Background: an optimization exercise with open tools, aiming at a short achievable clock period and few clock cycles. Do not read the settings as production practice.
Only simulation tests tie the RTL to the original design; equivalence was not proved.
Power figures rest on the tool's default switching activity, not on a simulated workload.

==> flow/design.v (excerpt) <==
module miniRV (
    input  wire        clk,
    input  wire        rst,
    input  wire [31:0] inst_i,
    input  wire [31:0] mem_rdata_i,
    output wire [13:0] inst_addr_o,
    output wire [15:0] mem_addr_o,
    output wire        mem_wen_o,
    output wire [31:0] mem_wdata_o,
    output wire        debug_wb_have_inst,
    output wire [31:0] debug_wb_pc,
    output wire        debug_wb_ena,
    output wire [4:0]  debug_wb_reg,
    output wire [31:0] debug_wb_value
);
For scale: roughly 5800 cells after synthesis, about 200 I/O pins, roughly 87000 sq um of cells after synthesis.
clock: 9.5 ns
lec_check: 0
cap_margin: 20
core_margin: 2
core_utilization: 40
setup_slack_margin: 5
slew_margin: 20
standard.sh (not shown) runs the stock make flow with config.mk's settings and CLKGATE_MAP_FILE= SYNTH_SCRIPT=/design/flow/synth_recipe.tcl, a recipe that flattens the netlist after the stock synthesis.
==> flow/flow/run.sh <==
#!/bin/bash
set -euo pipefail
MARGIN=${MARGIN:-6.5}
bash standard.sh SETUP_SLACK_MARGIN=$MARGIN finish > standard.log 2>&1
The baseline finished clean.
Testbench counts at the start, summed over its fixed seeds: cycles 76,343.
Rerun with:
--- a/flow/design.v
+++ b/flow/design.v
@@ -33,17 +33,16 @@
 reg         e_jalr;
 reg         e_pred;
 reg  [13:0] e_ptgt;
 reg         e_c_eq, e_c_ne, e_c_lt, e_c_ge, e_c_ltu, e_c_geu, e_c_al;    
 reg         e_uns;
 reg         e_ld, e_st, e_wr;
 reg  [4:0]  e_rd;
 reg         e_r2_ld;               
-reg         e_s_rr, e_s_m1, e_s_m2, e_s_mm;    
 reg         e_sub;
 reg         e_s_add, e_s_slt, e_s_xor, e_s_or, e_s_and, e_s_sll, e_s_sr;
 reg         e_sra;
 reg         m_valid;
 reg  [31:0] m_res;
 reg  [31:0] m_wdata;
 reg         m_wen;
 reg         m_ld;
@@ -140,17 +139,17 @@
 wire [31:0] a_next  = a_x    ? e_res : a_old;
 wire [31:0] b_next  = b_x    ? e_res : b_old;
 wire [31:0] r1_next = x_fwd1 ? e_res : r1_old;
 wire [31:0] r2_next = x_fwd2 ? e_res : r2_old;
 wire        i_sh    = i_alu && (f3[1:0] == 2'b01);
 wire [4:0]  sh_next = !i_sh ? 5'd0 : !i_op ? imm_i[4:0] : x_fwd2 ? e_res[4:0] : r2_old[4:0];
 wire   ld1 = e_valid && e_ld && e_wr && (rs1 == e_rd);
 wire   ld2 = e_valid && e_ld && e_wr && (rs2 == e_rd);
-assign stall = d_valid && ((use1 && !i_br && ld1) || (use2 && !i_st && !i_br && ld2));
+assign stall = d_valid && ((use1 && ld1) || (use2 && !i_st && ld2));
 wire id_go    = d_valid && !stall && !e_mis;
 always @(posedge clk or posedge rst) begin
     if (rst)
         e_valid <= 1'b0;
     else
         e_valid <= id_go;
 end
 always @(posedge clk) begin
@@ -167,26 +166,22 @@
     e_ptgt  <= d_ptgt;
     e_c_eq  <= i_br && (f3 == 3'b000);
     e_c_ne  <= i_br && (f3 == 3'b001);
     e_c_lt  <= i_br && (f3 == 3'b100);
     e_c_ge  <= i_br && (f3 == 3'b101);
     e_c_ltu <= i_br && (f3 == 3'b110);
     e_c_geu <= i_br && (f3 == 3'b111);
     e_c_al  <= i_jal || i_jalr;
-    e_s_rr  <= !(i_br && (ld1 || ld2));
-    e_s_m1  <= i_br && ld1 && !ld2;
-    e_s_m2  <= i_br && !ld1 && ld2;
-    e_s_mm  <= i_br && ld1 && ld2;
     e_uns   <= f3[0];
     e_ld    <= i_ld;
     e_st    <= i_st;
     e_wr    <= wr;
     e_rd    <= rd;
-    e_r2_ld <= (i_br || i_st) && ld2;
+    e_r2_ld <= i_st && ld2;
     e_sub   <= (i_op && d_inst[30] && (f3 == 3'b000)) || (i_alu && (f3[2:1] == 2'b01));
     e_s_add <= !i_alu || (f3 == 3'b000);
     e_s_slt <= i_alu && (f3[2:1] == 2'b01);
     e_s_xor <= i_alu && (f3 == 3'b100);
     e_s_or  <= i_alu && (f3 == 3'b110);
     e_s_and <= i_alu && (f3 == 3'b111);
     e_s_sll <= i_alu && (f3 == 3'b001);
     e_s_sr  <= i_alu && (f3 == 3'b101);
@@ -254,30 +249,27 @@
             end
         s = ~(a[31] ^ b[31]);
         cmp = {e[31] & s,
                (~a[31] & b[31]) | (s & l[31]),
                (a[31] & ~b[31]) | (s & l[31])};
     end
 endfunction
 wire [2:0]  c_rr = cmp(e_r1, e_r2);
-wire [2:0]  c_m1 = cmp(mem_rdata_i, e_r2);
-wire [2:0]  c_m2 = cmp(e_r1, mem_rdata_i);
 wire [5:0]  c_sel = {e_c_eq, e_c_ne, e_c_ltu, e_c_geu, e_c_lt, e_c_ge};
 function brc;
     input [5:0] sel;
     input [2:0] c;
     begin
         brc = (sel[5] & c[2]) | (sel[4] & ~c[2]) |
               (sel[3] & c[1]) | (sel[2] & ~c[1]) |
               (sel[1] & c[0]) | (sel[0] & ~c[0]);
     end
 endfunction
-assign cond = e_c_al | (e_s_rr & brc(c_sel, c_rr)) | (e_s_m1 & brc(c_sel, c_m1)) |
-              (e_s_m2 & brc(c_sel, c_m2)) | (e_s_mm & (e_c_eq | e_c_ge | e_c_geu));
+assign cond = e_c_al | brc(c_sel, c_rr);
 wire [31:0] cb  = e_r2_ld ? mem_rdata_i : e_r2;
 wire [15:0] jtgt   = add16(e_r1[15:0], e_ji);
 wire [15:0] btgt   = add16({e_pc, 2'b00}, e_ji);
 wire [13:0] e_t    = btgt[15:2];
 wire        jmis   = (jtgt[15:2] != e_ptgt);
 wire [13:0] nomis  = stall ? pc_q : f_hit ? f_ptgt : pc_q + 14'd1;
 wire        tmis   = e_jalr ? jmis : (e_t != e_ptgt);
 assign mis_t = e_valid && (!e_pred || tmis);
Result: Fmax goes up by 8.2%; synthesized cell count goes down by about 7%; non-clock buffer count goes up by 29; synthesized area goes down by about 2.7%; total power goes down by 1.7%; setup slack gets better by 0.32 ns; wire length goes down by 4.7%.
Testbench counts after the change, summed over its fixed seeds: cycles 79,816.

[afterwards: timing with drivers on the ports]
Ports are ideal in the flow. The routed layouts listed here were re-timed in OpenROAD.
Step 1 (the two cells are an assumption about what drives the block):
set clk [get_ports {clk}]
set_driving_cell -lib_cell sky130_fd_sc_hd__clkbuf_16 $clk
set_driving_cell -lib_cell sky130_fd_sc_hd__buf_2 [delete_from_list [all_inputs] $clk]
Step 2 times the ports against the registers' clock, not the clock port: input delays grow and output delays shrink by t, the midpoint of the rising clock arrivals with the driver on.
Three values: no drivers, after step 1, after step 2; two values: the first two.
run	t (ns)	setup WS [ns]	latest minus earliest clock arrival (ns)	pins driven straight from the clock port
the first run	0.933	5.310 / 5.239 / 4.306	0.086 / 0.086	1
the second run	0.921	5.629 / 5.334 / 4.413	0.090 / 0.089	1
After both steps every run listed still meets setup and hold. For the second run, which loses most, drivers alone change the setup slack by -0.295 ns; drivers and shift together by -1.216 ns.
